Context: an optimization exercise on an open-source flow, tuned for small area, a short achievable clock period and few clock cycles per item. The choices shown serve that exercise and are no tape-out recipe. Function was checked by simulation only, so behaviour that the tests miss may differ from the original.

==> flow/design.v (excerpt) <==
module top(input [31:0] p,q,
           output [31:0] gcd,y,
           output done,
           input clk,start);
  reg [31:0] u, v, x, w;
  reg        d;
  assign gcd  = u;
  assign y    = x;
  assign done = d;
  wire [31:0] uv = u | v;
  wire [31:0] below;
  assign below[0] = 1'b0;
  genvar i;
  generate for (i = 1; i < 32; i = i + 1) begin : g_pre
    assign below[i] = below[i-1] | uv[i-1];
  end endgenerate
  wire [31:0] m0 = uv & ~below;
  wire [31:0] m1 = {m0[30:0], 1'b0};
  wire [31:0] m2 = {m1[30:0], 1'b0};
  wire s0_pu = |(u & m0);
  wire s0_pv = |(v & m0);
  wire [31:0] s0_nu = ~u;
  wire [31:0] s0_c_g = v & s0_nu;
  wire [31:0] s0_c_p = v ^ s0_nu;
  wire s0_c_n1g = s0_c_g[1] | (s0_c_p[1] & s0_c_g[0]);
  wire s0_c_n1p = s0_c_p[1] & s0_c_p[0];
  wire s0_c_n2g = s0_c_g[3] | (s0_c_p[3] & s0_c_g[2]);
  wire s0_c_n2p = s0_c_p[3] & s0_c_p[2];
  wire s0_c_n3g = s0_c_g[5] | (s0_c_p[5] & s0_c_g[4]);
  wire s0_c_n3p = s0_c_p[5] & s0_c_p[4];
  wire s0_c_n4g = s0_c_g[7] | (s0_c_p[7] & s0_c_g[6]);
  wire s0_c_n4p = s0_c_p[7] & s0_c_p[6];
  wire s0_c_n5g = s0_c_g[9] | (s0_c_p[9] & s0_c_g[8]);
  wire s0_c_n5p = s0_c_p[9] & s0_c_p[8];
  wire s0_c_n6g = s0_c_g[11] | (s0_c_p[11] & s0_c_g[10]);
  wire s0_c_n6p = s0_c_p[11] & s0_c_p[10];
  wire s0_c_n7g = s0_c_g[13] | (s0_c_p[13] & s0_c_g[12]);
  wire s0_c_n7p = s0_c_p[13] & s0_c_p[12];
  wire s0_c_n8g = s0_c_g[15] | (s0_c_p[15] & s0_c_g[14]);
  wire s0_c_n8p = s0_c_p[15] & s0_c_p[14];
  wire s0_c_n9g = s0_c_g[17] | (s0_c_p[17] & s0_c_g[16]);
  wire s0_c_n9p = s0_c_p[17] & s0_c_p[16];
  wire s0_c_n10g = s0_c_g[19] | (s0_c_p[19] & s0_c_g[18]);
  wire s0_c_n10p = s0_c_p[19] & s0_c_p[18];
  wire s0_c_n11g = s0_c_g[21] | (s0_c_p[21] & s0_c_g[20]);
  wire s0_c_n11p = s0_c_p[21] & s0_c_p[20];
  wire s0_c_n12g = s0_c_g[23] | (s0_c_p[23] & s0_c_g[22]);
  wire s0_c_n12p = s0_c_p[23] & s0_c_p[22];
  wire s0_c_n13g = s0_c_g[25] | (s0_c_p[25] & s0_c_g[24]);
  wire s0_c_n13p = s0_c_p[25] & s0_c_p[24];
  ...
clock: 85.0 ns
lec_check: 0
abc_area: 1
cap_margin: 20
core_margin: 2
core_utilization: 40
slew_margin: 20
synth_hierarchical: 1
standard.sh (not shown) runs the stock make flow with config.mk's settings and CLKGATE_MAP_FILE= SYNTH_SCRIPT=/design/flow/synth_recipe.tcl, a recipe that flattens the netlist after the stock synthesis.
==> flow/flow/run.sh <==
#!/bin/bash
# The standard layout, with two changes in how it is made:
#  - repair_timing aims for 66.5 ns of setup slack at the design's 85 ns clock
#    (the SDC is unchanged), so the resizer works on the real critical paths;
#  - ports are buffered with buf_4 instead of the slow default delay buffer.
set -euo pipefail
bash standard.sh SETUP_SLACK_MARGIN=66.5 "BUFFER_PORTS_ARGS=-buffer_cell sky130_fd_sc_hd__buf_4" finish > standard_flow.log 2>&1
The first run completed, yet does not pass: antenna rules.
Testbench counts at the start, summed over its fixed seeds: cycles 3,758, items 384.
Change:
==> flow/run.sh (new file) <==
#!/bin/bash
# synth_recipe.tcl (not shown) runs the flow's synth.tcl, then flattens the netlist and writes it again
# the make line also repeats each setting of config.mk as NAME=value (left out here)
make -C /OpenROAD-flow-scripts/flow DESIGN_CONFIG=/design/flow/config.mk WORK_HOME=/design/flow/orfs CLKGATE_MAP_FILE= SYNTH_SCRIPT=/design/flow/synth_recipe.tcl finish
removed: flow/flow/run.sh
removed: flow/standard.sh
Result: Now the flow ran to the end with no violations; cell count went down by 1.7%; design area falls by 4.1%; fmax shrinks by 24%.

---

top, a different RTL version from the one above (not shown whole).
For scale: about 3700 cells after synthesis, ~130 flip-flops, roughly 130 I/O pins.
clock: 85.0 ns
lec_check: 0
abc_area: 1
cap_margin: 20
core_margin: 2
core_utilization: 40
slew_margin: 20
synth_hierarchical: 1
run.sh (not shown) runs the stock make flow with config.mk's settings and CLKGATE_MAP_FILE= SYNTH_SCRIPT=/design/flow/synth_recipe.tcl, a recipe that flattens the netlist after the stock synthesis.
Stock flow here: none of the scripts above is used.
Testbench counts at the start, summed over its fixed seeds: cycles 5,347, items 384.
Next try:
==> flow/flow/run.sh (new file) <==
#!/bin/bash
# The standard layout, with two changes in how it is made:
#  - repair_timing aims for 66.5 ns of setup slack at the design's 85 ns clock
#    (the SDC is unchanged), so the resizer works on the real critical paths;
#  - ports are buffered with buf_4 instead of the slow default delay buffer.
set -euo pipefail
bash standard.sh SETUP_SLACK_MARGIN=66.5 "BUFFER_PORTS_ARGS=-buffer_cell sky130_fd_sc_hd__buf_4" finish > standard_flow.log 2>&1
==> flow/standard.sh (new file) <==
#!/bin/bash
# synth_recipe.tcl (not shown) runs the flow's synth.tcl, then flattens the netlist and writes it again
# the make line also repeats each setting of config.mk as NAME=value (left out here)
make -C /OpenROAD-flow-scripts/flow DESIGN_CONFIG=/design/flow/config.mk WORK_HOME=/design/flow/orfs CLKGATE_MAP_FILE= SYNTH_SCRIPT=/design/flow/synth_recipe.tcl "${@:-finish}"
removed: flow/run.sh
What happened: Final cell count is about the same; via count barely changes; die area does not change; count of clock-buffer cells in the layout does not change; synthesized area stays the same; core utilization came out lower by 0.67 points; wire length came out higher slightly; sequential share of layout area came out higher by 0.17 points; cell area came out lower slightly.

---

Another version of the RTL of top (not shown whole).
Size in the first run: ~6100 cells after synthesis, roughly 130 I/O pins, roughly 31000 µm² of cells after synthesis.
==> flow/design.v (excerpt) <==
module top(input [31:0] p,q,
           output [31:0] gcd,y,
           output done,
           input clk,start);
Settings: LEC_CHECK=0, ABC_AREA=1, CAP_MARGIN=20, CORE_MARGIN=2, CORE_UTILIZATION=40, SLEW_MARGIN=20, SYNTH_HIERARCHICAL=1; clock period 85.0 ns.
Stock flow here: none of the scripts above is used.
Testbench counts at the start, summed over its fixed seeds: cycles 3,758, items 384.
Then changed:
--- a/flow/config.mk
+++ b/flow/config.mk
@@ -7,3 +7,2 @@
 export LEC_CHECK = 0
-export ABC_AREA = 1
 export CAP_MARGIN = 20
=> The new run produced a clean layout; clock skew stays flat; final area goes down by 8.2%; register-to-register slack is worse by 80 ps; final cell count came out lower by 31%; setup slack is worse by 76 ps; routed wire length goes down by 8.5%; clock-buffer cell count drops by 5; core utilization grows by 0.90 points.
Then changed:
==> flow/flow/run.sh (new file) <==
#!/bin/bash
# The standard layout, with two changes in how it is made:
#  - repair_timing aims for 67.5 ns of setup slack at the design's 85 ns clock
#    (the SDC is unchanged), so the resizer works on the real critical paths;
#  - ports are buffered with buf_4 instead of the slow default delay buffer.
set -euo pipefail
bash standard.sh SETUP_SLACK_MARGIN=67.5 "BUFFER_PORTS_ARGS=-buffer_cell sky130_fd_sc_hd__buf_4" finish > standard_flow.log 2>&1
==> flow/standard.sh (new file) <==
#!/bin/bash
# synth_recipe.tcl (not shown) runs the flow's synth.tcl, then flattens the netlist and writes it again
# the make line also repeats each setting of config.mk as NAME=value (left out here)
make -C /OpenROAD-flow-scripts/flow DESIGN_CONFIG=/design/flow/config.mk WORK_HOME=/design/flow/orfs CLKGATE_MAP_FILE= SYNTH_SCRIPT=/design/flow/synth_recipe.tcl "${@:-finish}"
removed: flow/run.sh
Result: Synthesized cell count is unchanged. Hold slack got worse by 17 ps. Setup slack improves by 970 ps. Maximum frequency increases by about 5%. Routed wire length climbs by about 13%. Count of clock-buffer cells in the layout climbs by 1. Clock skew barely changes. Via count came out higher by about 5%.

==> port drivers added, routing unchanged <==
No port has a modelled driver above. Below, the same layouts with a new extraction and two added sets of constraints. Step 1: set_driving_cell puts a clkbuf_16 on clk and a buf_2 on each other input, an assumption about the parent block. Step 2 times the ports against the registers' clock, not the clock port: input delays grow and output delays shrink by t, the midpoint of the rising clock arrivals with the driver on. Three values: no drivers, after step 1, after step 2; two values: the first two.
run	t, ns	setup slack, ns	latest minus earliest clock arrival (ns)	worst slew at a driven data input, ns
the first run of note 1	0.575	66.387 / 66.425 / 65.850	0.037 / 0.038	0.06
the second run of note 1	0.560	60.525 / 60.525 / 60.525	0.016 / 0.017	0.06
the first run of note 2	0.562	66.395 / 66.333 / 65.938	0.017 / 0.017	0.04
the second run of note 2	0.550	66.810 / 66.777 / 66.295	0.017 / 0.017	0.05
the first run of note 3	0.544	65.718 / 65.718 / 65.718	0.020 / 0.020	0.14
the second run of note 3	0.574	65.642 / 65.642 / 65.471	0.022 / 0.023	0.05
the third run of note 3	0.549	66.617 / 66.633 / 66.084	0.019 / 0.020	0.16
The setup slack of the first run of note 1, which loses most, moves by +0.038 ns with the drivers and by -0.537 ns with both steps.
